This design comes from an exercise in tuning for small area on the open sky130 flow, not from production work. In this exercise RTL edits were held to simulation tests only and were not proved equivalent to the original.

$ cat run.sh
#!/bin/bash
# synth_recipe.tcl (not shown) runs the flow's synth.tcl, then flattens the netlist and writes it again
# the make line also repeats each setting of config.mk as NAME=value (left out here)
make -C /OpenROAD-flow-scripts/flow DESIGN_CONFIG=/design/flow/config.mk WORK_HOME=/design/flow/orfs CLKGATE_MAP_FILE= SYNTH_SCRIPT=/design/flow/synth_recipe.tcl finish
$ cat design.v
`timescale 1ns / 1ps
module fa (input wire a, input wire b, input wire c, output wire s, output wire co);
    assign s = a ^ b ^ c;
    assign co = (a & b) | (a & c) | (b & c);
endmodule
module ha (input wire a, input wire b, output wire s, output wire co);
    assign s = a ^ b;
    assign co = a & b;
endmodule
`timescale 1ns / 1ps
`timescale 1ns / 1ps
`timescale 1ns / 1ps
`timescale 1ns / 1ps
module neural_pipeline_top (
    input wire clk,
    input wire rst,
    input wire signed [15:0] raw_in,
    output wire signed [15:0] vel_out
);
    genvar i;
    reg [15:0] x1, x2, y1, y2;
    wire f1;
    wire f2;
    wire f3;
    wire f4;
    wire f5;
    wire f6;
    wire f7;
    wire f8;
    wire f9;
    wire f10;
    wire f11;
    wire f12;
    wire f13;
    wire f14;
    wire f15;
    wire f16;
    wire f17;
    wire f18;
    wire f19;
    wire f20;
    wire f21;
    wire f22;
    wire f23;
    wire f24;
    wire f25;
    wire f26;
    wire f27;
    wire f28;
    wire f29;
    wire f30;
    wire f31;
    wire f32;
    wire f33;
    wire f34;
    wire f35;
    wire f36;
    wire f37;
    wire f38;
    wire f39;
    wire f40;
    wire f41;
    wire f42;
    wire f43;
    wire f44;
    wire f45;
    wire f46;
    wire f47;
    wire f48;
    wire f49;
    wire f50;
    wire f51;
    wire f52;
    wire f53;
    wire f54;
    wire f55;
    wire f56;
    wire f57;
    wire f58;
    wire f59;
    wire f60;
    wire f61;
    wire f62;
    wire f63;
    wire f64;
    wire f65;
    wire f66;
    wire f67;
    wire f68;
    wire f69;
    wire f70;
    wire f71;
    wire f72;
    wire f73;
    wire f74;
    wire f75;
    wire f76;
    wire f77;
    wire f78;
    wire f79;
    wire f80;
    wire f81;
    wire f82;
    wire f83;
    wire f84;
    wire f85;
    wire f86;
    wire f87;
    wire f88;
    wire f89;
    wire f90;
    wire f91;
    wire f92;
    wire f93;
    wire f94;
    wire f95;
    wire f96;
    wire f97;
    wire f98;
    wire f99;
    wire f100;
    wire f101;
    wire f102;
    wire f103;
    wire f104;
    wire f105;
    wire f106;
    wire f107;
    wire f108;
    wire f109;
    wire f110;
    wire f111;
    wire f112;
    wire f113;
    wire f114;
    wire f115;
    wire f116;
    wire f117;
    wire f118;
    wire f119;
    wire f120;
    wire f121;
    wire f122;
    wire f123;
    wire f124;
    wire f125;
    wire f126;
    wire f127;
    wire f128;
    wire f129;
    wire f130;
    wire f131;
    wire f132;
    wire f133;
    wire f134;
    wire f135;
    wire f136;
    wire f137;
    wire f138;
    wire f139;
    wire f140;
    wire f141;
    wire f142;
    wire f143;
    wire f144;
    wire f145;
    wire f146;
    wire f147;
    wire f148;
    wire f149;
    wire f150;
    wire f151;
    wire f152;
    wire f153;
    wire f154;
    wire f155;
    wire f156;
    wire f157;
    wire f158;
    wire f159;
    wire f160;
    wire f161;
    wire f162;
    wire f163;
    wire f164;
    wire f165;
    wire f166;
    wire f167;
    wire f168;
    wire f169;
    wire f170;
    wire f171;
    wire f172;
    wire f173;
    wire f174;
    wire f175;
    wire f176;
    wire f177;
    wire f178;
    wire f179;
    wire f180;
    wire f181;
    wire f182;
    wire f183;
    wire f184;
    wire f185;
    wire f186;
    wire f187;
    wire f188;
    wire f189;
    wire f190;
    wire f191;
    wire f192;
    wire f193;
    wire f194;
    wire f195;
    wire f196;
    wire f197;
    wire f198;
    wire f199;
    wire f200;
    wire f201;
    wire f202;
    wire f203;
    wire f204;
    wire f205;
    wire f206;
    wire f207;
    wire f208;
    wire f209;
    wire f210;
    wire f211;
    wire f212;
    wire f213;
    wire f214;
    wire f215;
    wire f216;
    wire f217;
    wire f218;
    wire f219;
    wire f220;
    wire f221;
    wire f222;
    wire f223;
    wire f224;
    wire f225;
    wire f226;
    wire f227;
    wire f228;
    wire f229;
    wire f230;
    wire f231;
    wire f232;
    wire f233;
    wire f234;
    wire f235;
    wire f236;
    wire f237;
    wire f238;
    wire f239;
    wire f240;
    wire f241;
    wire f242;
    wire f243;
    wire f244;
    wire f245;
    wire f246;
    wire f247;
    wire f248;
    wire f249;
    wire f250;
    wire f251;
    wire f252;
    wire f253;
    wire f254;
    wire f255;
    wire f256;
    wire f257;
    wire f258;
    wire f259;
    wire f260;
    wire f261;
    wire f262;
    wire f263;
    wire f264;
    wire f265;
    wire f266;
    wire f267;
    wire f268;
    wire f269;
    wire f270;
    wire f271;
    wire f272;
    wire f273;
    wire f274;
    wire f275;
    wire f276;
    wire f277;
    wire f278;
    wire f279;
    wire f280;
    wire f281;
    wire f282;
    wire f283;
    wire f284;
    wire f285;
    wire f286;
    wire f287;
    wire f288;
    wire f289;
    wire f290;
    wire f291;
    wire f292;
    wire f293;
    wire f294;
    wire f295;
    wire f296;
    wire f297;
    wire f298;
    wire f299;
    wire f300;
    wire f301;
    wire f302;
    wire f303;
    wire f304;
    wire f305;
    wire f306;
    wire f307;
    wire f308;
    wire f309;
    wire f310;
    wire f311;
    wire f312;
    wire f313;
    wire f314;
    wire f315;
    wire f316;
    wire f317;
    wire f318;
    wire f319;
    wire f320;
    wire f321;
    wire f322;
    wire f323;
    wire f324;
    wire f325;
    wire f326;
    wire f327;
    wire f328;
    wire f329;
    wire f330;
    wire f331;
    wire f332;
    wire f333;
    wire f334;
    wire f335;
    wire f336;
    wire f337;
    wire f338;
    wire f339;
    wire f340;
    wire f341;
    wire f342;
    wire f343;
    wire f344;
    wire f345;
    wire f346;
    wire f347;
    wire f348;
    wire f349;
    wire f350;
    wire f351;
    wire f352;
    wire f353;
    wire f354;
    wire f355;
    wire f356;
    wire f357;
    wire f358;
    wire f359;
    wire f360;
    wire f361;
    wire f362;
    wire f363;
    wire f364;
    wire f365;
    wire f366;
    wire f367;
    wire f368;
    wire f369;
    wire f370;
    wire f371;
    wire f372;
    wire f373;
    wire f374;
    wire f375;
    wire f376;
    wire f377;
    wire f378;
    wire f379;
    wire f380;
    wire f381;
    wire f382;
    wire f383;
    wire f384;
    wire f385;
    wire f386;
    wire f387;
    wire f388;
    wire f389;
    wire f390;
    wire f391;
    wire f392;
    wire f393;
    wire f394;
    wire f395;
    wire f396;
    wire f397;
    wire f398;
    wire f399;
    wire f400;
    wire f401;
    wire f402;
    wire f403;
    wire f404;
    wire f405;
    wire f406;
    wire f407;
    wire f408;
    wire f409;
    wire f410;
    wire f411;
    wire f412;
    wire f413;
    wire f414;
    wire f415;
    wire f416;
    wire f417;
    wire f418;
    wire f419;
    wire f420;
    wire f421;
    wire f422;
    wire f423;
    wire f424;
    wire f425;
    wire f426;
    wire f427;
    wire f428;
    wire f429;
    wire f430;
    ha f1_ha (.a(x2[0]), .b(raw_in[0]), .s(f1), .co(f2));
    fa f3_fa (.a(~x1[0]), .b(x2[1]), .c(y1[0]), .s(f3), .co(f4));
    fa f5_fa (.a(f3), .b(raw_in[1]), .c(f2), .s(f5), .co(f6));
    ha f7_ha (.a(~y2[0]), .b(f5), .s(f7), .co(f8));
    fa f9_fa (.a(x2[2]), .b(y1[1]), .c(f4), .s(f9), .co(f10));
    fa f11_fa (.a(x1[1]), .b(y2[1]), .c(~f9), .s(f11), .co(f12));
    fa f13_fa (.a(raw_in[2]), .b(f6), .c(f8), .s(f13), .co(f14));
    assign f15 = ~(~f11 ^ f13);
    assign f16 = ~f11 | f13;
    fa f17_fa (.a(x2[3]), .b(y1[2]), .c(f10), .s(f17), .co(f18));
    fa f19_fa (.a(x1[2]), .b(y2[2]), .c(f12), .s(f19), .co(f20));
    fa f21_fa (.a(f17), .b(~f19), .c(raw_in[3]), .s(f21), .co(f22));
    fa f23_fa (.a(f21), .b(f14), .c(f16), .s(f23), .co(f24));
    fa f25_fa (.a(~x1[3]), .b(x2[4]), .c(y1[3]), .s(f25), .co(f26));
    fa f27_fa (.a(~y2[3]), .b(f25), .c(f18), .s(f27), .co(f28));
    fa f29_fa (.a(f27), .b(raw_in[4]), .c(f22), .s(f29), .co(f30));
    fa f31_fa (.a(~f20), .b(f29), .c(f24), .s(f31), .co(f32));
    fa f33_fa (.a(x2[5]), .b(y1[4]), .c(f26), .s(f33), .co(f34));
    fa f35_fa (.a(x1[4]), .b(y2[4]), .c(~f33), .s(f35), .co(f36));
    fa f37_fa (.a(f28), .b(raw_in[5]), .c(f30), .s(f37), .co(f38));
    fa f39_fa (.a(~f35), .b(f37), .c(f32), .s(f39), .co(f40));
    fa f41_fa (.a(x2[6]), .b(y1[5]), .c(f34), .s(f41), .co(f42));
    fa f43_fa (.a(x1[5]), .b(y2[5]), .c(f36), .s(f43), .co(f44));
    fa f45_fa (.a(f41), .b(~f43), .c(raw_in[6]), .s(f45), .co(f46));
    fa f47_fa (.a(f45), .b(f38), .c(f40), .s(f47), .co(f48));
    fa f49_fa (.a(~x1[6]), .b(x2[7]), .c(y1[6]), .s(f49), .co(f50));
    fa f51_fa (.a(~y2[6]), .b(f49), .c(f42), .s(f51), .co(f52));
    fa f53_fa (.a(f51), .b(raw_in[7]), .c(f46), .s(f53), .co(f54));
    fa f55_fa (.a(~f44), .b(f53), .c(f48), .s(f55), .co(f56));
    fa f57_fa (.a(x2[8]), .b(y1[7]), .c(f50), .s(f57), .co(f58));
    fa f59_fa (.a(x1[7]), .b(y2[7]), .c(~f57), .s(f59), .co(f60));
    fa f61_fa (.a(f52), .b(raw_in[8]), .c(f54), .s(f61), .co(f62));
    fa f63_fa (.a(~f59), .b(f61), .c(f56), .s(f63), .co(f64));
    fa f65_fa (.a(x2[9]), .b(y1[8]), .c(f58), .s(f65), .co(f66));
    fa f67_fa (.a(x1[8]), .b(y2[8]), .c(f60), .s(f67), .co(f68));
    fa f69_fa (.a(f65), .b(~f67), .c(raw_in[9]), .s(f69), .co(f70));
    fa f71_fa (.a(f69), .b(f62), .c(f64), .s(f71), .co(f72));
    fa f73_fa (.a(~x1[9]), .b(x2[10]), .c(y1[9]), .s(f73), .co(f74));
    fa f75_fa (.a(~y2[9]), .b(f73), .c(f66), .s(f75), .co(f76));
    fa f77_fa (.a(f75), .b(raw_in[10]), .c(f70), .s(f77), .co(f78));
    fa f79_fa (.a(~f68), .b(f77), .c(f72), .s(f79), .co(f80));
    fa f81_fa (.a(x2[11]), .b(y1[10]), .c(f74), .s(f81), .co(f82));
    fa f83_fa (.a(x1[10]), .b(y2[10]), .c(~f81), .s(f83), .co(f84));
    fa f85_fa (.a(f76), .b(raw_in[11]), .c(f78), .s(f85), .co(f86));
    fa f87_fa (.a(~f83), .b(f85), .c(f80), .s(f87), .co(f88));
    fa f89_fa (.a(x2[12]), .b(y1[11]), .c(f82), .s(f89), .co(f90));
    fa f91_fa (.a(x1[11]), .b(y2[11]), .c(f84), .s(f91), .co(f92));
    fa f93_fa (.a(f89), .b(~f91), .c(raw_in[12]), .s(f93), .co(f94));
    fa f95_fa (.a(f93), .b(f86), .c(f88), .s(f95), .co(f96));
    fa f97_fa (.a(~x1[12]), .b(x2[13]), .c(y1[12]), .s(f97), .co(f98));
    fa f99_fa (.a(~y2[12]), .b(f97), .c(f90), .s(f99), .co(f100));
    fa f101_fa (.a(f99), .b(raw_in[13]), .c(f94), .s(f101), .co(f102));
    fa f103_fa (.a(~f92), .b(f101), .c(f96), .s(f103), .co(f104));
    fa f105_fa (.a(x2[14]), .b(y1[13]), .c(f98), .s(f105), .co(f106));
    fa f107_fa (.a(x1[13]), .b(y2[13]), .c(~f105), .s(f107), .co(f108));
    fa f109_fa (.a(f100), .b(raw_in[14]), .c(f102), .s(f109), .co(f110));
    fa f111_fa (.a(~f107), .b(f109), .c(f104), .s(f111), .co(f112));
    fa f113_fa (.a(x1[14]), .b(x2[15]), .c(y2[14]), .s(f113), .co(f114));
    fa f115_fa (.a(y1[14]), .b(~f113), .c(f106), .s(f115), .co(f116));
    fa f117_fa (.a(f108), .b(~f115), .c(raw_in[15]), .s(f117), .co(f118));
    fa f119_fa (.a(~f117), .b(f110), .c(f112), .s(f119), .co(f120));
    fa f121_fa (.a(x1[15]), .b(~y1[15]), .c(y2[15]), .s(f121), .co(f122));
    fa f123_fa (.a(~f114), .b(f121), .c(f116), .s(f123), .co(f124));
    fa f125_fa (.a(f123), .b(~f118), .c(f120), .s(f125), .co(f126));
    fa f127_fa (.a(f122), .b(f124), .c(f126), .s(f127), .co(f128));
    ha f129_ha (.a(y1[0]), .b(y2[0]), .s(f129), .co(f130));
    fa f131_fa (.a(y1[1]), .b(y2[1]), .c(f130), .s(f131), .co(f132));
    fa f133_fa (.a(y1[2]), .b(y2[2]), .c(f132), .s(f133), .co(f134));
    fa f135_fa (.a(y1[3]), .b(y2[3]), .c(f134), .s(f135), .co(f136));
    fa f137_fa (.a(y1[4]), .b(y2[4]), .c(f136), .s(f137), .co(f138));
    fa f139_fa (.a(y1[5]), .b(y2[5]), .c(f138), .s(f139), .co(f140));
    fa f141_fa (.a(y1[6]), .b(y2[6]), .c(f140), .s(f141), .co(f142));
    fa f143_fa (.a(y1[7]), .b(y2[7]), .c(f142), .s(f143), .co(f144));
    fa f145_fa (.a(y1[8]), .b(y2[8]), .c(f144), .s(f145), .co(f146));
    fa f147_fa (.a(y1[9]), .b(y2[9]), .c(f146), .s(f147), .co(f148));
    fa f149_fa (.a(y1[10]), .b(y2[10]), .c(f148), .s(f149), .co(f150));
    fa f151_fa (.a(y1[11]), .b(y2[11]), .c(f150), .s(f151), .co(f152));
    fa f153_fa (.a(y1[12]), .b(y2[12]), .c(f152), .s(f153), .co(f154));
    fa f155_fa (.a(y1[13]), .b(y2[13]), .c(f154), .s(f155), .co(f156));
    fa f157_fa (.a(y1[14]), .b(y2[14]), .c(f156), .s(f157), .co(f158));
    fa f159_fa (.a(y1[15]), .b(y2[15]), .c(~f158), .s(f159), .co(f160));
    assign f161 = ~(f129 ^ ~f1);
    assign f162 = f129 | ~f1;
    fa f163_fa (.a(f131), .b(f162), .c(~f7), .s(f163), .co(f164));
    fa f165_fa (.a(f129), .b(~f133), .c(f1), .s(f165), .co(f166));
    fa f167_fa (.a(f165), .b(~f164), .c(f15), .s(f167), .co(f168));
    fa f169_fa (.a(f131), .b(f166), .c(f7), .s(f169), .co(f170));
    fa f171_fa (.a(f169), .b(f168), .c(f23), .s(f171), .co(f172));
    assign f173 = ~(f135 ^ ~f171);
    assign f174 = f135 | ~f171;
    fa f175_fa (.a(f133), .b(~f137), .c(f1), .s(f175), .co(f176));
    fa f177_fa (.a(f175), .b(f170), .c(f15), .s(f177), .co(f178));
    fa f179_fa (.a(f177), .b(f31), .c(f172), .s(f179), .co(f180));
    assign f181 = ~(f174 ^ ~f179);
    assign f182 = f174 | ~f179;
    fa f183_fa (.a(f135), .b(f176), .c(f7), .s(f183), .co(f184));
    fa f185_fa (.a(f183), .b(f178), .c(f23), .s(f185), .co(f186));
    fa f187_fa (.a(f185), .b(f39), .c(f180), .s(f187), .co(f188));
    fa f189_fa (.a(f139), .b(f182), .c(~f187), .s(f189), .co(f190));
    fa f191_fa (.a(f137), .b(f184), .c(f15), .s(f191), .co(f192));
    fa f193_fa (.a(f191), .b(f31), .c(f186), .s(f193), .co(f194));
    fa f195_fa (.a(f193), .b(f47), .c(f188), .s(f195), .co(f196));
    fa f197_fa (.a(f141), .b(f190), .c(~f195), .s(f197), .co(f198));
    fa f199_fa (.a(f139), .b(~f143), .c(f1), .s(f199), .co(f200));
    fa f201_fa (.a(f199), .b(f192), .c(f23), .s(f201), .co(f202));
    fa f203_fa (.a(f201), .b(f39), .c(f194), .s(f203), .co(f204));
    fa f205_fa (.a(f203), .b(f55), .c(f196), .s(f205), .co(f206));
    assign f207 = ~(f198 ^ ~f205);
    assign f208 = f198 | ~f205;
    fa f209_fa (.a(f141), .b(f200), .c(f7), .s(f209), .co(f210));
    fa f211_fa (.a(f209), .b(f31), .c(f202), .s(f211), .co(f212));
    fa f213_fa (.a(f211), .b(f47), .c(f204), .s(f213), .co(f214));
    fa f215_fa (.a(f213), .b(f63), .c(f206), .s(f215), .co(f216));
    fa f217_fa (.a(f145), .b(f208), .c(~f215), .s(f217), .co(f218));
    fa f219_fa (.a(f143), .b(f210), .c(f15), .s(f219), .co(f220));
    fa f221_fa (.a(f219), .b(f39), .c(f212), .s(f221), .co(f222));
    fa f223_fa (.a(f221), .b(f55), .c(f214), .s(f223), .co(f224));
    fa f225_fa (.a(f223), .b(f71), .c(f216), .s(f225), .co(f226));
    fa f227_fa (.a(f147), .b(f218), .c(~f225), .s(f227), .co(f228));
    fa f229_fa (.a(f145), .b(f220), .c(f23), .s(f229), .co(f230));
    fa f231_fa (.a(f229), .b(f47), .c(f222), .s(f231), .co(f232));
    fa f233_fa (.a(f231), .b(f63), .c(f224), .s(f233), .co(f234));
    fa f235_fa (.a(f233), .b(f79), .c(f226), .s(f235), .co(f236));
    fa f237_fa (.a(f149), .b(f228), .c(~f235), .s(f237), .co(f238));
    fa f239_fa (.a(f147), .b(f31), .c(f230), .s(f239), .co(f240));
    fa f241_fa (.a(f239), .b(f55), .c(f232), .s(f241), .co(f242));
    fa f243_fa (.a(f241), .b(f71), .c(f234), .s(f243), .co(f244));
    fa f245_fa (.a(f243), .b(f87), .c(f236), .s(f245), .co(f246));
    fa f247_fa (.a(f151), .b(f238), .c(~f245), .s(f247), .co(f248));
    fa f249_fa (.a(y2[0]), .b(f153), .c(f1), .s(f249), .co(f250));
    fa f251_fa (.a(f149), .b(f39), .c(f240), .s(f251), .co(f252));
    fa f253_fa (.a(f251), .b(f63), .c(f242), .s(f253), .co(f254));
    fa f255_fa (.a(f253), .b(f79), .c(f244), .s(f255), .co(f256));
    fa f257_fa (.a(f255), .b(f95), .c(f246), .s(f257), .co(f258));
    fa f259_fa (.a(f249), .b(f248), .c(~f257), .s(f259), .co(f260));
    fa f261_fa (.a(y2[1]), .b(f155), .c(f250), .s(f261), .co(f262));
    fa f263_fa (.a(~f151), .b(f7), .c(f261), .s(f263), .co(f264));
    fa f265_fa (.a(~f263), .b(f47), .c(f252), .s(f265), .co(f266));
    fa f267_fa (.a(f265), .b(f71), .c(f254), .s(f267), .co(f268));
    fa f269_fa (.a(f267), .b(f87), .c(f256), .s(f269), .co(f270));
    fa f271_fa (.a(f269), .b(f103), .c(f258), .s(f271), .co(f272));
    ha f273_ha (.a(f260), .b(~f271), .s(f273), .co(f274));
    fa f275_fa (.a(y2[2]), .b(f157), .c(f262), .s(f275), .co(f276));
    fa f277_fa (.a(f264), .b(f275), .c(f15), .s(f277), .co(f278));
    fa f279_fa (.a(f153), .b(f55), .c(f266), .s(f279), .co(f280));
    fa f281_fa (.a(f279), .b(f79), .c(f268), .s(f281), .co(f282));
    fa f283_fa (.a(f281), .b(f95), .c(f270), .s(f283), .co(f284));
    fa f285_fa (.a(f283), .b(f111), .c(f272), .s(f285), .co(f286));
    fa f287_fa (.a(f277), .b(f274), .c(~f285), .s(f287), .co(f288));
    fa f289_fa (.a(~y2[3]), .b(f155), .c(f159), .s(f289), .co(f290));
    fa f291_fa (.a(f276), .b(f278), .c(f23), .s(f291), .co(f292));
    fa f293_fa (.a(f289), .b(f63), .c(f280), .s(f293), .co(f294));
    fa f295_fa (.a(f293), .b(f87), .c(f282), .s(f295), .co(f296));
    fa f297_fa (.a(f295), .b(f103), .c(f284), .s(f297), .co(f298));
    fa f299_fa (.a(f297), .b(f119), .c(f286), .s(f299), .co(f300));
    fa f301_fa (.a(f291), .b(f288), .c(~f299), .s(f301), .co(f302));
    fa f303_fa (.a(f157), .b(f160), .c(f290), .s(f303), .co(f304));
    fa f305_fa (.a(y2[4]), .b(f31), .c(f292), .s(f305), .co(f306));
    fa f307_fa (.a(f303), .b(f71), .c(f294), .s(f307), .co(f308));
    fa f309_fa (.a(f307), .b(f95), .c(f296), .s(f309), .co(f310));
    fa f311_fa (.a(f309), .b(f111), .c(f298), .s(f311), .co(f312));
    fa f313_fa (.a(f311), .b(f125), .c(f300), .s(f313), .co(f314));
    fa f315_fa (.a(f305), .b(f302), .c(~f313), .s(f315), .co(f316));
    fa f317_fa (.a(y2[5]), .b(f159), .c(~f304), .s(f317), .co(f318));
    fa f319_fa (.a(f317), .b(f39), .c(f306), .s(f319), .co(f320));
    fa f321_fa (.a(~f319), .b(f79), .c(f308), .s(f321), .co(f322));
    fa f323_fa (.a(f321), .b(f103), .c(f310), .s(f323), .co(f324));
    fa f325_fa (.a(f323), .b(f119), .c(f312), .s(f325), .co(f326));
    fa f327_fa (.a(f325), .b(f127), .c(f314), .s(f327), .co(f328));
    fa f329_fa (.a(f316), .b(~f327), .c(f315), .s(f329), .co(f330));
    fa f331_fa (.a(y2[6]), .b(f160), .c(f318), .s(f331), .co(f332));
    fa f333_fa (.a(f331), .b(f47), .c(f320), .s(f333), .co(f334));
    fa f335_fa (.a(~f333), .b(f87), .c(f322), .s(f335), .co(f336));
    fa f337_fa (.a(f335), .b(f111), .c(f324), .s(f337), .co(f338));
    fa f339_fa (.a(f337), .b(f125), .c(f326), .s(f339), .co(f340));
    fa f341_fa (.a(f128), .b(f330), .c(f329), .s(f341), .co(f342));
    fa f343_fa (.a(f339), .b(f328), .c(~f341), .s(f343), .co(f344));
    fa f345_fa (.a(y2[7]), .b(f332), .c(f55), .s(f345), .co(f346));
    fa f347_fa (.a(f334), .b(f345), .c(~f95), .s(f347), .co(f348));
    fa f349_fa (.a(f336), .b(f119), .c(f338), .s(f349), .co(f350));
    fa f351_fa (.a(f349), .b(f128), .c(f127), .s(f351), .co(f352));
    fa f353_fa (.a(~f347), .b(f340), .c(f351), .s(f353), .co(f354));
    fa f355_fa (.a(f353), .b(~f342), .c(f344), .s(f355), .co(f356));
    fa f357_fa (.a(y2[8]), .b(f63), .c(f346), .s(f357), .co(f358));
    fa f359_fa (.a(f357), .b(~f103), .c(f348), .s(f359), .co(f360));
    fa f361_fa (.a(f125), .b(f350), .c(f352), .s(f361), .co(f362));
    fa f363_fa (.a(f359), .b(f128), .c(~f354), .s(f363), .co(f364));
    fa f365_fa (.a(f361), .b(~f363), .c(f356), .s(f365), .co(f366));
    fa f367_fa (.a(y2[9]), .b(f71), .c(f358), .s(f367), .co(f368));
    fa f369_fa (.a(f367), .b(~f111), .c(f360), .s(f369), .co(f370));
    fa f371_fa (.a(f128), .b(f127), .c(f362), .s(f371), .co(f372));
    fa f373_fa (.a(f369), .b(f364), .c(~f371), .s(f373), .co(f374));
    fa f375_fa (.a(~f373), .b(f366), .c(f365), .s(f375), .co(f376));
    fa f377_fa (.a(y2[10]), .b(f79), .c(f368), .s(f377), .co(f378));
    fa f379_fa (.a(f377), .b(f370), .c(f128), .s(f379), .co(f380));
    fa f381_fa (.a(f119), .b(~f379), .c(f372), .s(f381), .co(f382));
    fa f383_fa (.a(~f374), .b(f381), .c(f376), .s(f383), .co(f384));
    fa f385_fa (.a(y2[11]), .b(f87), .c(f378), .s(f385), .co(f386));
    fa f387_fa (.a(~f385), .b(f125), .c(f128), .s(f387), .co(f388));
    fa f389_fa (.a(~f380), .b(f387), .c(f382), .s(f389), .co(f390));
    fa f391_fa (.a(f389), .b(f384), .c(f383), .s(f391), .co(f392));
    fa f393_fa (.a(y2[12]), .b(f95), .c(f386), .s(f393), .co(f394));
    fa f395_fa (.a(~f393), .b(f127), .c(f388), .s(f395), .co(f396));
    fa f397_fa (.a(f395), .b(f390), .c(f392), .s(f397), .co(f398));
    fa f399_fa (.a(y2[13]), .b(f103), .c(f394), .s(f399), .co(f400));
    fa f401_fa (.a(f399), .b(f128), .c(~f396), .s(f401), .co(f402));
    fa f403_fa (.a(~f401), .b(f398), .c(f397), .s(f403), .co(f404));
    fa f405_fa (.a(y2[14]), .b(f111), .c(f400), .s(f405), .co(f406));
    fa f407_fa (.a(f405), .b(~f128), .c(f402), .s(f407), .co(f408));
    fa f409_fa (.a(~f407), .b(f404), .c(f403), .s(f409), .co(f410));
    fa f411_fa (.a(~y2[15]), .b(f119), .c(f406), .s(f411), .co(f412));
    fa f413_fa (.a(f411), .b(f408), .c(~f410), .s(f413), .co(f414));
    fa f415_fa (.a(f125), .b(f412), .c(f414), .s(f415), .co(f416));
    fa f417_fa (.a(f127), .b(f416), .c(f415), .s(f417), .co(f418));
    fa f419_fa (.a(~f128), .b(f418), .c(f417), .s(f419), .co(f420));
    assign f421 = ~f315;
    assign f422 = ~f329;
    assign f423 = ~f343;
    assign f424 = ~f355;
    assign f425 = ~f375;
    assign f426 = ~f391;
    assign f427 = ~f409;
    assign f428 = ~f415;
    assign f429 = ~f417;
    assign f430 = ~f419;
    wire [30:12] ya;
    assign ya[12] = f259;
    assign ya[13] = f273;
    assign ya[14] = f287;
    assign ya[15] = f301;
    assign ya[16] = f421;
    assign ya[17] = f422;
    assign ya[18] = f423;
    assign ya[19] = f424;
    assign ya[20] = f365;
    assign ya[21] = f425;
    assign ya[22] = f383;
    assign ya[23] = f426;
    assign ya[24] = f397;
    assign ya[25] = f403;
    assign ya[26] = f427;
    assign ya[27] = f413;
    assign ya[28] = f428;
    assign ya[29] = f429;
    assign ya[30] = f430;
    wire ovf = (ya[30] != ya[27]) | (ya[29] != ya[27]) | (ya[28] != ya[27]);
    wire [15:0] y_comb = ovf ? {ya[30], {15{~ya[30]}}} : ya[27:12];
    always @(posedge clk) begin
        if (rst) begin
            x1 <= 0;
            x2 <= 0;
            y1 <= 0;
            y2 <= 0;
        end else begin
            x1 <= raw_in;
            x2 <= x1;
            y1 <= y_comb;
            y2 <= y1;
        end
    end
    reg [28:0] acc;
    wire [14:0] ax = y2[14:0] ^ {15{y2[15]}};
    wire cin = y2[15] & (|y2[14:0]);
    wire t1;
    wire t2;
    wire t3;
    wire t4;
    wire t5;
    wire t6;
    wire t7;
    wire t8;
    wire t9;
    wire t10;
    wire t11;
    wire t12;
    wire t13;
    wire t14;
    wire t15;
    wire t16;
    wire t17;
    wire t18;
    wire t19;
    wire t20;
    wire t21;
    wire t22;
    wire t23;
    wire t24;
    wire t25;
    wire t26;
    wire t27;
    wire t28;
    wire t29;
    wire t30;
    wire t31;
    wire t32;
    wire t33;
    wire t34;
    wire t35;
    wire t36;
    wire t37;
    wire t38;
    wire t39;
    wire t40;
    wire t41;
    wire t42;
    wire t43;
    wire t44;
    wire t45;
    wire t46;
    wire t47;
    wire t48;
    wire t49;
    wire t50;
    wire t51;
    wire t52;
    wire t53;
    wire t54;
    wire t55;
    wire t56;
    wire t57;
    wire t58;
    wire t59;
    wire t60;
    wire t61;
    wire t62;
    wire t63;
    wire t64;
    wire t65;
    wire t66;
    wire t67;
    wire t68;
    wire t69;
    wire t70;
    wire t71;
    wire t72;
    wire t73;
    wire t74;
    wire t75;
    wire t76;
    wire t77;
    wire t78;
    wire t79;
    wire t80;
    wire t81;
    wire t82;
    wire t83;
    wire t84;
    wire t85;
    wire t86;
    wire t87;
    wire t88;
    wire t89;
    wire t90;
    wire t91;
    wire t92;
    wire t93;
    wire t94;
    wire t95;
    wire t96;
    wire t97;
    wire t98;
    wire t99;
    wire t100;
    wire t101;
    wire t102;
    wire t103;
    wire t104;
    wire t105;
    wire t106;
    wire t107;
    wire t108;
    wire t109;
    wire t110;
    wire t111;
    wire t112;
    wire t113;
    wire t114;
    wire t115;
    wire t116;
    wire t117;
    wire t118;
    wire t119;
    wire t120;
    wire t121;
    wire t122;
    wire t123;
    wire t124;
    wire t125;
    wire t126;
    wire t127;
    wire t128;
    wire t129;
    wire t130;
    wire t131;
    wire t132;
    wire t133;
    wire t134;
    wire t135;
    wire t136;
    wire t137;
    wire t138;
    wire t139;
    wire t140;
    wire t141;
    wire t142;
    wire t143;
    wire t144;
    wire t145;
    wire t146;
    wire t147;
    wire t148;
    wire t149;
    wire t150;
    wire t151;
    wire t152;
    wire t153;
    wire t154;
    wire t155;
    wire t156;
    wire t157;
    wire t158;
    wire t159;
    wire t160;
    wire t161;
    wire t162;
    wire t163;
    wire t164;
    wire t165;
    wire t166;
    wire t167;
    wire t168;
    wire t169;
    wire t170;
    wire t171;
    wire t172;
    wire t173;
    wire t174;
    wire t175;
    wire t176;
    wire t177;
    wire t178;
    wire t179;
    wire t180;
    wire t181;
    wire t182;
    wire t183;
    wire t184;
    wire t185;
    wire t186;
    wire t187;
    wire t188;
    wire t189;
    wire t190;
    fa t1_fa (.a(acc[0]), .b(ax[0]), .c(cin), .s(t1), .co(t2));
    assign t3 = ~(~acc[14] ^ t1);
    assign t4 = ~acc[14] | t1;
    fa t5_fa (.a(acc[1]), .b(ax[1]), .c(t2), .s(t5), .co(t6));
    fa t7_fa (.a(~acc[15]), .b(t4), .c(t5), .s(t7), .co(t8));
    fa t9_fa (.a(acc[2]), .b(~acc[16]), .c(ax[2]), .s(t9), .co(t10));
    fa t11_fa (.a(t9), .b(t6), .c(t8), .s(t11), .co(t12));
    fa t13_fa (.a(acc[3]), .b(ax[3]), .c(t10), .s(t13), .co(t14));
    fa t15_fa (.a(~acc[17]), .b(t13), .c(t12), .s(t15), .co(t16));
    fa t17_fa (.a(acc[4]), .b(ax[4]), .c(t14), .s(t17), .co(t18));
    fa t19_fa (.a(~acc[18]), .b(t17), .c(t16), .s(t19), .co(t20));
    fa t21_fa (.a(acc[5]), .b(~acc[19]), .c(ax[5]), .s(t21), .co(t22));
    fa t23_fa (.a(t21), .b(t18), .c(t20), .s(t23), .co(t24));
    fa t25_fa (.a(acc[6]), .b(ax[6]), .c(t22), .s(t25), .co(t26));
    fa t27_fa (.a(~acc[20]), .b(t25), .c(t24), .s(t27), .co(t28));
    fa t29_fa (.a(acc[7]), .b(ax[7]), .c(t26), .s(t29), .co(t30));
    fa t31_fa (.a(~acc[21]), .b(t29), .c(t28), .s(t31), .co(t32));
    fa t33_fa (.a(acc[8]), .b(~acc[22]), .c(ax[8]), .s(t33), .co(t34));
    fa t35_fa (.a(t33), .b(t30), .c(t32), .s(t35), .co(t36));
    fa t37_fa (.a(acc[9]), .b(ax[9]), .c(t34), .s(t37), .co(t38));
    fa t39_fa (.a(~acc[23]), .b(t37), .c(t36), .s(t39), .co(t40));
    fa t41_fa (.a(acc[10]), .b(ax[10]), .c(t38), .s(t41), .co(t42));
    fa t43_fa (.a(~acc[24]), .b(t41), .c(t40), .s(t43), .co(t44));
    fa t45_fa (.a(acc[11]), .b(~acc[25]), .c(ax[11]), .s(t45), .co(t46));
    fa t47_fa (.a(t45), .b(t42), .c(t44), .s(t47), .co(t48));
    fa t49_fa (.a(acc[12]), .b(ax[12]), .c(t46), .s(t49), .co(t50));
    fa t51_fa (.a(~acc[26]), .b(t49), .c(t48), .s(t51), .co(t52));
    fa t53_fa (.a(acc[13]), .b(ax[13]), .c(t50), .s(t53), .co(t54));
    fa t55_fa (.a(~acc[27]), .b(t53), .c(t52), .s(t55), .co(t56));
    fa t57_fa (.a(acc[14]), .b(~acc[28]), .c(ax[14]), .s(t57), .co(t58));
    fa t59_fa (.a(t57), .b(t54), .c(t56), .s(t59), .co(t60));
    fa t61_fa (.a(acc[15]), .b(t58), .c(t60), .s(t61), .co(t62));
    fa t63_fa (.a(acc[16]), .b(t62), .c(t61), .s(t63), .co(t64));
    fa t65_fa (.a(acc[17]), .b(t64), .c(t63), .s(t65), .co(t66));
    fa t67_fa (.a(acc[18]), .b(t66), .c(t65), .s(t67), .co(t68));
    fa t69_fa (.a(acc[19]), .b(t68), .c(t67), .s(t69), .co(t70));
    fa t71_fa (.a(acc[20]), .b(t70), .c(t69), .s(t71), .co(t72));
    fa t73_fa (.a(acc[21]), .b(t72), .c(t71), .s(t73), .co(t74));
    fa t75_fa (.a(acc[22]), .b(t74), .c(t73), .s(t75), .co(t76));
    fa t77_fa (.a(acc[23]), .b(t76), .c(t75), .s(t77), .co(t78));
    fa t79_fa (.a(acc[24]), .b(t78), .c(t77), .s(t79), .co(t80));
    fa t81_fa (.a(acc[25]), .b(t80), .c(t79), .s(t81), .co(t82));
    fa t83_fa (.a(acc[26]), .b(t82), .c(t81), .s(t83), .co(t84));
    fa t85_fa (.a(acc[27]), .b(t84), .c(t83), .s(t85), .co(t86));
    fa t87_fa (.a(acc[28]), .b(t86), .c(t85), .s(t87), .co(t88));
    assign t89 = ~t61;
    assign t90 = ~t63;
    assign t91 = ~t65;
    assign t92 = ~t67;
    assign t93 = ~t69;
    assign t94 = ~t71;
    assign t95 = ~t73;
    assign t96 = ~t75;
    assign t97 = ~t77;
    assign t98 = ~t79;
    assign t99 = ~t81;
    assign t100 = ~t83;
    assign t101 = ~t85;
    assign t102 = ~t87;
    ha t103_ha (.a(acc[16]), .b(acc[14]), .s(t103), .co(t104));
    fa t105_fa (.a(acc[17]), .b(acc[15]), .c(t104), .s(t105), .co(t106));
    fa t107_fa (.a(acc[18]), .b(acc[16]), .c(t106), .s(t107), .co(t108));
    fa t109_fa (.a(acc[19]), .b(acc[17]), .c(t108), .s(t109), .co(t110));
    fa t111_fa (.a(acc[20]), .b(acc[18]), .c(t110), .s(t111), .co(t112));
    fa t113_fa (.a(acc[21]), .b(acc[19]), .c(t112), .s(t113), .co(t114));
    fa t115_fa (.a(acc[22]), .b(acc[20]), .c(t114), .s(t115), .co(t116));
    fa t117_fa (.a(acc[23]), .b(acc[21]), .c(t116), .s(t117), .co(t118));
    fa t119_fa (.a(acc[24]), .b(acc[22]), .c(t118), .s(t119), .co(t120));
    fa t121_fa (.a(acc[25]), .b(acc[23]), .c(t120), .s(t121), .co(t122));
    fa t123_fa (.a(acc[26]), .b(acc[24]), .c(t122), .s(t123), .co(t124));
    fa t125_fa (.a(acc[27]), .b(acc[25]), .c(t124), .s(t125), .co(t126));
    fa t127_fa (.a(acc[28]), .b(acc[26]), .c(t126), .s(t127), .co(t128));
    ha t129_ha (.a(acc[27]), .b(t128), .s(t129), .co(t130));
    ha t131_ha (.a(acc[28]), .b(t130), .s(t131), .co(t132));
    ha t133_ha (.a(~acc[14]), .b(~t105), .s(t133), .co(t134));
    fa t135_fa (.a(acc[15]), .b(~t134), .c(t107), .s(t135), .co(t136));
    fa t137_fa (.a(t103), .b(t109), .c(t136), .s(t137), .co(t138));
    ha t139_ha (.a(~t135), .b(~t137), .s(t139), .co(t140));
    fa t141_fa (.a(t105), .b(t111), .c(t138), .s(t141), .co(t142));
    ha t143_ha (.a(t140), .b(~t141), .s(t143), .co(t144));
    fa t145_fa (.a(t107), .b(t113), .c(t142), .s(t145), .co(t146));
    ha t147_ha (.a(t144), .b(~t145), .s(t147), .co(t148));
    fa t149_fa (.a(t109), .b(t115), .c(t146), .s(t149), .co(t150));
    ha t151_ha (.a(t148), .b(~t149), .s(t151), .co(t152));
    fa t153_fa (.a(t111), .b(t117), .c(t150), .s(t153), .co(t154));
    ha t155_ha (.a(t152), .b(~t153), .s(t155), .co(t156));
    fa t157_fa (.a(t113), .b(t119), .c(t154), .s(t157), .co(t158));
    ha t159_ha (.a(t156), .b(~t157), .s(t159), .co(t160));
    fa t161_fa (.a(t115), .b(t121), .c(t158), .s(t161), .co(t162));
    ha t163_ha (.a(t160), .b(~t161), .s(t163), .co(t164));
    fa t165_fa (.a(t117), .b(t123), .c(t162), .s(t165), .co(t166));
    ha t167_ha (.a(t164), .b(~t165), .s(t167), .co(t168));
    fa t169_fa (.a(t119), .b(t125), .c(t166), .s(t169), .co(t170));
    ha t171_ha (.a(t168), .b(~t169), .s(t171), .co(t172));
    fa t173_fa (.a(t121), .b(t127), .c(t170), .s(t173), .co(t174));
    ha t175_ha (.a(t172), .b(~t173), .s(t175), .co(t176));
    fa t177_fa (.a(t123), .b(t129), .c(t174), .s(t177), .co(t178));
    ha t179_ha (.a(t176), .b(~t177), .s(t179), .co(t180));
    fa t181_fa (.a(t125), .b(t131), .c(t178), .s(t181), .co(t182));
    ha t183_ha (.a(t180), .b(~t181), .s(t183), .co(t184));
    fa t185_fa (.a(t127), .b(t132), .c(t182), .s(t185), .co(t186));
    ha t187_ha (.a(t184), .b(~t185), .s(t187), .co(t188));
    fa t189_fa (.a(t129), .b(t186), .c(~t188), .s(t189), .co(t190));
    wire [28:0] acc_nx;
    assign acc_nx[0] = t3;
    assign acc_nx[1] = t7;
    assign acc_nx[2] = t11;
    assign acc_nx[3] = t15;
    assign acc_nx[4] = t19;
    assign acc_nx[5] = t23;
    assign acc_nx[6] = t27;
    assign acc_nx[7] = t31;
    assign acc_nx[8] = t35;
    assign acc_nx[9] = t39;
    assign acc_nx[10] = t43;
    assign acc_nx[11] = t47;
    assign acc_nx[12] = t51;
    assign acc_nx[13] = t55;
    assign acc_nx[14] = t59;
    assign acc_nx[15] = t89;
    assign acc_nx[16] = t90;
    assign acc_nx[17] = t91;
    assign acc_nx[18] = t92;
    assign acc_nx[19] = t93;
    assign acc_nx[20] = t94;
    assign acc_nx[21] = t95;
    assign acc_nx[22] = t96;
    assign acc_nx[23] = t97;
    assign acc_nx[24] = t98;
    assign acc_nx[25] = t99;
    assign acc_nx[26] = t100;
    assign acc_nx[27] = t101;
    assign acc_nx[28] = t102;
    wire [15:0] thr;
    assign thr[0] = t133;
    assign thr[1] = t135;
    assign thr[2] = t139;
    assign thr[3] = t143;
    assign thr[4] = t147;
    assign thr[5] = t151;
    assign thr[6] = t155;
    assign thr[7] = t159;
    assign thr[8] = t163;
    assign thr[9] = t167;
    assign thr[10] = t171;
    assign thr[11] = t175;
    assign thr[12] = t179;
    assign thr[13] = t183;
    assign thr[14] = t187;
    assign thr[15] = t189;
    always @(posedge clk) begin
        if (rst)
            acc <= 0;
        else
            acc <= acc_nx;
    end
    wire m1;
    wire m2;
    wire m3;
    wire m4;
    wire m5;
    wire m6;
    wire m7;
    wire m8;
    wire m9;
    wire m10;
    wire m11;
    wire m12;
    wire m13;
    wire m14;
    wire m15;
    wire m16;
    wire m17;
    wire m18;
    wire m19;
    wire m20;
    wire m21;
    wire m22;
    wire m23;
    wire m24;
    wire m25;
    wire m26;
    wire m27;
    wire m28;
    wire m29;
    wire m30;
    wire m31;
    wire m32;
    wire m33;
    assign m1 = y1[0];
    assign m2 = y1[1] | m1;
    assign m3 = y1[2] | m2;
    assign m4 = y1[3] | m3;
    assign m5 = y1[4] & m4;
    assign m6 = y1[5] | m5;
    assign m7 = y1[6] & m6;
    assign m8 = y1[7] & m7;
    assign m9 = y1[8] | m8;
    assign m10 = y1[9] & m9;
    assign m11 = y1[10] | m10;
    assign m12 = y1[11] & m11;
    assign m13 = y1[12] | m12;
    assign m14 = y1[13] | m13;
    assign m15 = y1[14] | m14;
    assign m16 = ~y1[15] | m15;
    assign m17 = S[0];
    assign m18 = S[1] | m17;
    assign m19 = S[2] | m18;
    assign m20 = S[3] | m19;
    assign m21 = S[4] | m20;
    assign m22 = S[5] | m21;
    assign m23 = S[6] | m22;
    assign m24 = S[7] | m23;
    assign m25 = S[8] | m24;
    assign m26 = S[9] | m25;
    assign m27 = S[10] | m26;
    assign m28 = S[11] | m27;
    assign m29 = S[12] & m28;
    assign m30 = S[13] | m29;
    assign m31 = S[14] & m30;
    assign m32 = S[15] | m31;
    assign m33 = S[16] | m32;
    wire above = m16;
    wire over = m33;
    wire [15:0] ya_ = {~y1[15], y1[14:0]};
    wire [15:0] tb_ = {~thr[15], thr[14:0]};
    wire [16:0] lc;
    assign lc[0] = 1'b0;
    generate for (i = 0; i < 16; i = i + 1) begin : g_lt
        assign lc[i+1] = (tb_[i] & ~ya_[i]) | (tb_[i] & lc[i]) | (~ya_[i] & lc[i]);
    end endgenerate
    wire below = lc[16];
    reg [4:0] timer;
    wire idle = (timer == 5'd0);
    wire spike = (timer == 5'd20);
    wire [5:0] tbw;                    
    assign tbw[0] = 1'b1;
    generate for (i = 0; i < 5; i = i + 1) begin : g_dec
        assign tbw[i+1] = tbw[i] & ~timer[i];
    end endgenerate
    always @(posedge clk) begin
        if (rst)
            timer <= 0;
        else if (!idle)
            timer <= timer ^ tbw[4:0];
        else if (below && above)
            timer <= 5'd20;
    end
    reg [10:0] u;
    wire [11:0] uc;
    assign uc[0] = 1'b1;
    generate for (i = 0; i < 11; i = i + 1) begin : g_inc
        assign uc[i+1] = uc[i] & u[i];
    end endgenerate
    wire u_last = (u == 11'd1499);
    wire u_zero = (u == 11'd0);         
    wire upd = (u == 11'd1);            
    reg [6:0] w;
    wire done = (w == 7'd22);
    wire [6:0] w_nx = {w[5:0], ~(w[6] ^ w[5])};
    always @(posedge clk) begin
        if (rst) begin
            u <= 11'd1;
            w <= 7'd0;
        end else begin
            u <= u_last ? 11'd0 : (u ^ uc[10:0]);
            if (u_zero && !done)
                w <= w_nx;
        end
    end
    wire sp = done & spike;
    wire pwin = (u[10:4] == 7'd0);                
    wire mult = pwin & (u[3] | u[2]);             
    wire kbit = ~u[1] | (u[3] & u[2]);            
    reg pending;
    wire add = ~pwin & ~u_last & (sp | pending);  
    always @(posedge clk) begin
        if (rst)
            pending <= 1'b0;
        else
            pending <= pwin & (pending | sp);
    end
    reg [16:0] S;
    reg [14:0] v;
    wire [16:0] bop = mult ? (kbit ? {2'b00, v} : 17'd0) : (add ? 17'd819 : 17'd0);
    wire s1;
    wire s2;
    wire s3;
    wire s4;
    wire s5;
    wire s6;
    wire s7;
    wire s8;
    wire s9;
    wire s10;
    wire s11;
    wire s12;
    wire s13;
    wire s14;
    wire s15;
    wire s16;
    wire s17;
    wire s18;
    wire s19;
    wire s20;
    wire s21;
    wire s22;
    wire s23;
    wire s24;
    wire s25;
    wire s26;
    wire s27;
    wire s28;
    wire s29;
    wire s30;
    wire s31;
    wire s32;
    wire s33;
    wire s34;
    ha s1_ha (.a(S[0]), .b(bop[0]), .s(s1), .co(s2));
    fa s3_fa (.a(S[1]), .b(bop[1]), .c(s2), .s(s3), .co(s4));
    fa s5_fa (.a(S[2]), .b(bop[2]), .c(s4), .s(s5), .co(s6));
    fa s7_fa (.a(S[3]), .b(bop[3]), .c(s6), .s(s7), .co(s8));
    fa s9_fa (.a(S[4]), .b(bop[4]), .c(s8), .s(s9), .co(s10));
    fa s11_fa (.a(S[5]), .b(bop[5]), .c(s10), .s(s11), .co(s12));
    fa s13_fa (.a(S[6]), .b(bop[6]), .c(s12), .s(s13), .co(s14));
    fa s15_fa (.a(S[7]), .b(bop[7]), .c(s14), .s(s15), .co(s16));
    fa s17_fa (.a(S[8]), .b(bop[8]), .c(s16), .s(s17), .co(s18));
    fa s19_fa (.a(S[9]), .b(bop[9]), .c(s18), .s(s19), .co(s20));
    fa s21_fa (.a(S[10]), .b(bop[10]), .c(s20), .s(s21), .co(s22));
    fa s23_fa (.a(S[11]), .b(bop[11]), .c(s22), .s(s23), .co(s24));
    fa s25_fa (.a(S[12]), .b(bop[12]), .c(s24), .s(s25), .co(s26));
    fa s27_fa (.a(S[13]), .b(bop[13]), .c(s26), .s(s27), .co(s28));
    fa s29_fa (.a(S[14]), .b(bop[14]), .c(s28), .s(s29), .co(s30));
    fa s31_fa (.a(S[15]), .b(bop[15]), .c(s30), .s(s31), .co(s32));
    fa s33_fa (.a(S[16]), .b(bop[16]), .c(s32), .s(s33), .co(s34));
    wire [16:0] ssum;
    assign ssum[0] = s1;
    assign ssum[1] = s3;
    assign ssum[2] = s5;
    assign ssum[3] = s7;
    assign ssum[4] = s9;
    assign ssum[5] = s11;
    assign ssum[6] = s13;
    assign ssum[7] = s15;
    assign ssum[8] = s17;
    assign ssum[9] = s19;
    assign ssum[10] = s21;
    assign ssum[11] = s23;
    assign ssum[12] = s25;
    assign ssum[13] = s27;
    assign ssum[14] = s29;
    assign ssum[15] = s31;
    assign ssum[16] = s33;
    always @(posedge clk) begin
        if (rst || upd)
            S <= 0;
        else if (mult)
            S <= {1'b0, ssum[16:1]};
        else
            S <= ssum;
        if (rst)
            v <= 0;
        else if (upd)
            v <= over ? 15'd20480 : S[14:0];
    end
    assign vel_out = {1'b0, v};
endmodule
$ cat constraint.sdc
create_clock -name core_clock -period 25.0 [get_ports {clk}]
set_input_delay 5.0000 -clock core_clock [delete_from_list [all_inputs] [get_ports {clk}]]
set_output_delay 5.0000 -clock core_clock [all_outputs]
set_load 0.01 [all_outputs]
$ cat config.mk
export PLATFORM = sky130hd
export DESIGN_NAME = neural_pipeline_top
export DESIGN_NICKNAME = neural_pipeline_top
export VERILOG_FILES = /design/flow/design.v
export SDC_FILE = /design/flow/constraint.sdc
export NUM_CORES = 4
export LEC_CHECK = 0
export CAP_MARGIN = 20
export CORE_MARGIN = 2
export CORE_UTILIZATION = 40
export SLEW_MARGIN = 20
export SYNTH_HIERARCHICAL = 1
==> flow_metrics.py <==
metrics = {
    "outcome": {
        "run_status": "no timing/DRC/antenna violations",
    },
    "run": {
        "max-cap-violations": 0,
    },
    "synthesis": {
        "synthesis.area_per_instance_sq_um": 12.3,
        "synthFlopType": "sky130_fd_sc_hd__dfxtp_1",
        "synthArstFlopShare_pct": 0,
        "number_of_register_bits_inferred_by_synthesis": 149,
        "netlist_instances": 955,
        "syn-cell-area_sq_um": 11800,
        "synth_cell_types": 52,
        "synth.yosys.seq_area_share_pct": 25.3,
        "ys.warnings.count": 7,
        "synth_edf_count": 0,
    },
    "layout": {
        "layout.nets": 1330,
        "synthToLayoutAreaGrowth_pct": 11.6,
        "antenna_cells_inserted": 0,
        "layout-drive-gt1-share_pct": 4.70,
    },
    "clocking": {
        "postCtsHoldBufs": 0,
        "postCtsSetupRepairBufs": 0,
        "numCtsBuffers": 17,
        "clock_latency_ns": 0.43,
        "cts_tree": "done",
        "clock_sinks": 149,
        "h-tree-depth": 4,
        "cts-root-to-sink-buffers": 2,
        "clk_root_buffer_cell": "sky130_fd_sc_hd__clkbuf_16",
        "clock_pin_slew_reported_for_the_worst_setup_and_hold_paths_after_clock_tree_synthesis_ns": 0.06,
        "cts_resized": 0,
    },
    "global_route": {
        "groute.layer.met2.usage_pct": 27.7,
        "maximum_number_of_pins_on_one_net_before_global_route_repair": 103,
        "grt-busiest-layer": "met2",
        "grt_first_pass_wirelength_microns": 40700,
        "grt_use_met3_pct": 2.92,
        "gr-total-overflow": 0,
        "grt_antenna_before_repair": 0,
        "first_global_vias": 7610,
        "grt_use_total_pct": 17.2,
        "grt.met1_usage_pct": 24.1,
    },
    "routing": {
        "drtIter0Drc": 355,
        "routedWlPerCell_microns": 16.9,
        "drt_pass1_iterations": 4,
        "drt-vias-per-instance": 4.82,
        "detailed_route_wl_microns": 23300,
        "detail_route.drc_violations": 0,
        "route.antenna.remaining_nets": 0,
        "via_count": 6664,
    },
    "floorplanning": {
        "die_w_microns": 176,
        "design.portCount": 34,
        "die_area_sq_um": 30800,
        "core-area_sq_um": 28900,
        "placement_rows": 62,
        "initial_core_util_pct": 40.8,
        "floorplan.die.height_microns": 176,
    },
    "critical_path": {
        "worst-path-max-fanout": 16,
        "worst-r2r-cell-count": 47,
        "setup.worst_path.class": "in -> reg",
        "worst_setup_path_start_kind": "input port",
        "cpLargestDelayFamily": "adder cells",
        "worstSetupEndpointType": "register",
        "critical_path_cell_count": 46,
        "worstPathRequired_ns": 25.35,
        "crit_arrival_ns": 22.25,
        "path_buf_inv": 6,
        "crit_path_top_delay_cell": "sky130_fd_sc_hd__fa_1",
        "critical-path-max-stage-delay_ns": 0.75,
        "cpMostUsedCell": "sky130_fd_sc_hd__fa_1",
    },
    "place": {
        "place.port_buffers": 32,
        "hpwl_microns": 19200,
        "finalWeightedCongestion": 0.874,
    },
    "sta": {
        "unrepaired_setup_endpoints_after_global_routing": "no",
        "fin_worst_hold_slack_ns": 0.467,
        "timing.final.setup_violations": 0,
        "hold_violation_total_from_the_final_report": 0,
        "worstMarginPinSlew_ns": 1.03,
        "max_freq_ghz": 0.0457,
        "finClkSkew_ns": 0.00859,
        "setup_tns_ns": 0,
        "slew_headroom_pct": 31.4,
        "fin_crit_ns": 21.89,
        "finalMaxSlewViolations": 0,
        "final_clock_period_utilization_by_the_worst_path_pct": 87.6,
    },
    "hold_path": {
        "hold_path_depth": 2,
        "hold_path.class": "reg -> reg",
    },
}
[layout make-up]
| type | count | area, sq um |
|---|---|---|
| Inverter | 134 | 503 |
| Multi-Input combinational cell | 649 | 8200 |
| Timing Repair Buffer | 36 | 352 |
| Sequential cell | 149 | 2980 |
| Clock inverter | 12 | 166 |
| Tap cell | 384 | 480 |
| Clock buffer | 20 | 457 |
| Fill cell | 2651 | 15700 |
[metal layers]
layer  up-vias  part of all wire (%)  routed length [microns]
met1      3507                    46                    10700
met5         -                     0                        0
met4         0                   1.4                      334
met2       105                    49                    11400
li1       3029                     -                        -
met3        23                   3.8                      882
[synthesized netlist by cell type (10+ instances only)]
cell	n	area (sq um)
sky130_fd_sc_hd__and2_1	10	62.6
sky130_fd_sc_hd__and3_1	11	68.8
sky130_fd_sc_hd__a22o_1	15	131
sky130_fd_sc_hd__nand2_1	46	173
sky130_fd_sc_hd__dfxtp_1	149	2980
sky130_fd_sc_hd__nor2b_1	56	350
sky130_fd_sc_hd__xor2_1	15	131
sky130_fd_sc_hd__fa_1	287	5750
sky130_fd_sc_hd__nor2_1	41	154
sky130_fd_sc_hd__ha_1	38	475
sky130_fd_sc_hd__a21oi_1	36	180
sky130_fd_sc_hd__clkbuf_1	16	60.1
sky130_fd_sc_hd__inv_1	134	503
[registers in the layout (all words and copies together) (netlist names)]
| signal | flops |
|---|---|
| S | 17 |
| acc | 29 |
| pending | 1 |
| timer | 5 |
| u | 11 |
| v | 15 |
| w | 7 |
| x1 | 16 |
| x2 | 16 |
| y1 | 16 |
| y2 | 16 |
[worst min-delay path, cell delays in order (launching register included)]
cell and delay [ns]:
sky130_fd_sc_hd__dfxtp_1 0.29, sky130_fd_sc_hd__inv_1 0.09, sky130_fd_sc_hd__nor2_1 0.04
[cells in the final DEF (no fill, tap or decap), types with 4 or more instances in the layout]
master / netlist / layout
sky130_fd_sc_hd__nor4_1: 8 / 8
sky130_fd_sc_hd__inv_1: 134 / 134
sky130_fd_sc_hd__nand2b_1: 8 / 8
sky130_fd_sc_hd__mux2i_1: 7 / 7
sky130_fd_sc_hd__clkinvlp_4: 0 / 4
sky130_fd_sc_hd__ha_1: 38 / 38
sky130_fd_sc_hd__maj3_1: 5 / 5
sky130_fd_sc_hd__dfxtp_1: 149 / 149
sky130_fd_sc_hd__and2_1: 10 / 10
sky130_fd_sc_hd__a21oi_1: 36 / 36
sky130_fd_sc_hd__buf_4: 1 / 4
sky130_fd_sc_hd__clkbuf_16: 0 / 17
sky130_fd_sc_hd__nand2_1: 46 / 46
sky130_fd_sc_hd__a21o_1: 8 / 8
sky130_fd_sc_hd__a22o_1: 15 / 15
sky130_fd_sc_hd__clkdlybuf4s50_1: 0 / 31
sky130_fd_sc_hd__xor2_1: 15 / 15
sky130_fd_sc_hd__and3_1: 11 / 11
sky130_fd_sc_hd__fa_1: 287 / 287
sky130_fd_sc_hd__nor2b_1: 56 / 55
sky130_fd_sc_hd__nor3_1: 8 / 8
sky130_fd_sc_hd__o21ai_0: 4 / 4
sky130_fd_sc_hd__nor2_1: 41 / 41
[kinds of logic after synthesis]
group / count (synthesis) / share of synthesized area, %
DFF: 149 / 25.3
xor gates and xnor gates: 18 / 1.34
muxes: 7 / 0.595
buffers and inverters: 159 / 5.18
other: 1 / 0.0319
AOI/OAI and AO/OA: 84 / 4.81
and+or+nand+nor: 207 / 9.45
adders and majority gates: 330 / 53.3
[metrics by stage]
step / worst slack [ns] / utilization, % / std cells / instance area [sq um]
2_1_floorplan: 4.04 / - / 957 / 11800
3_3_place_gp: 2.88 / 43.3 / 1352 / 12500
3_5_place_dp: 2.61 / 43.4 / 1352 / 12500
4_1_cts: 3.04 / 45.5 / 1384 / 13100
5_1_grt: 2.34 / 45.5 / 1384 / 13100
6_report: 3.11 / 45.5 / 1384 / 13100
[Yosys stat by module, one instance, submodules excluded]
module	flip-flops and latches	area [sq um]	cells
neural_pipeline_top	149	5750	646
fa	0	20.0	1
ha	0	12.5	1
[worst paths after layout]
kind / start / endpoint / slack (ns)
max: raw_in[0] / y1[7] / 3.11
min: x1[12] / x2[12] / 0.47
max reg2reg: y1[0] / y1[7] / 5.67
min reg2reg: x1[12] / x2[12] / 0.47

-- what the ideal ports hide --
How much do the figures lean on ideal ports? The routed layout below was timed once more, with nothing changed but the port constraints.
Step 1 sets driving cells, clkbuf_16 on the clock port and buf_2 on the other inputs (assumed; they add their load-dependent delay and slew).
Step 2 also shifts input and output timing later by t, the mid clock arrival at the registers, as if the neighbouring blocks saw the same clock.
Slacks: ideal / step 1 / step 2; pairs: ideal / step 1.
shift t [ns]: 0.474
setup slack, ns: 3.108 / 3.132 / 2.657
latest minus earliest clock arrival (ns): 0.009 / 0.009
pins driven straight from the clock port: 1
After both steps setup and hold are still met in this run. For this run, drivers alone change the setup slack by +0.024 ns; drivers and shift together by -0.451 ns.
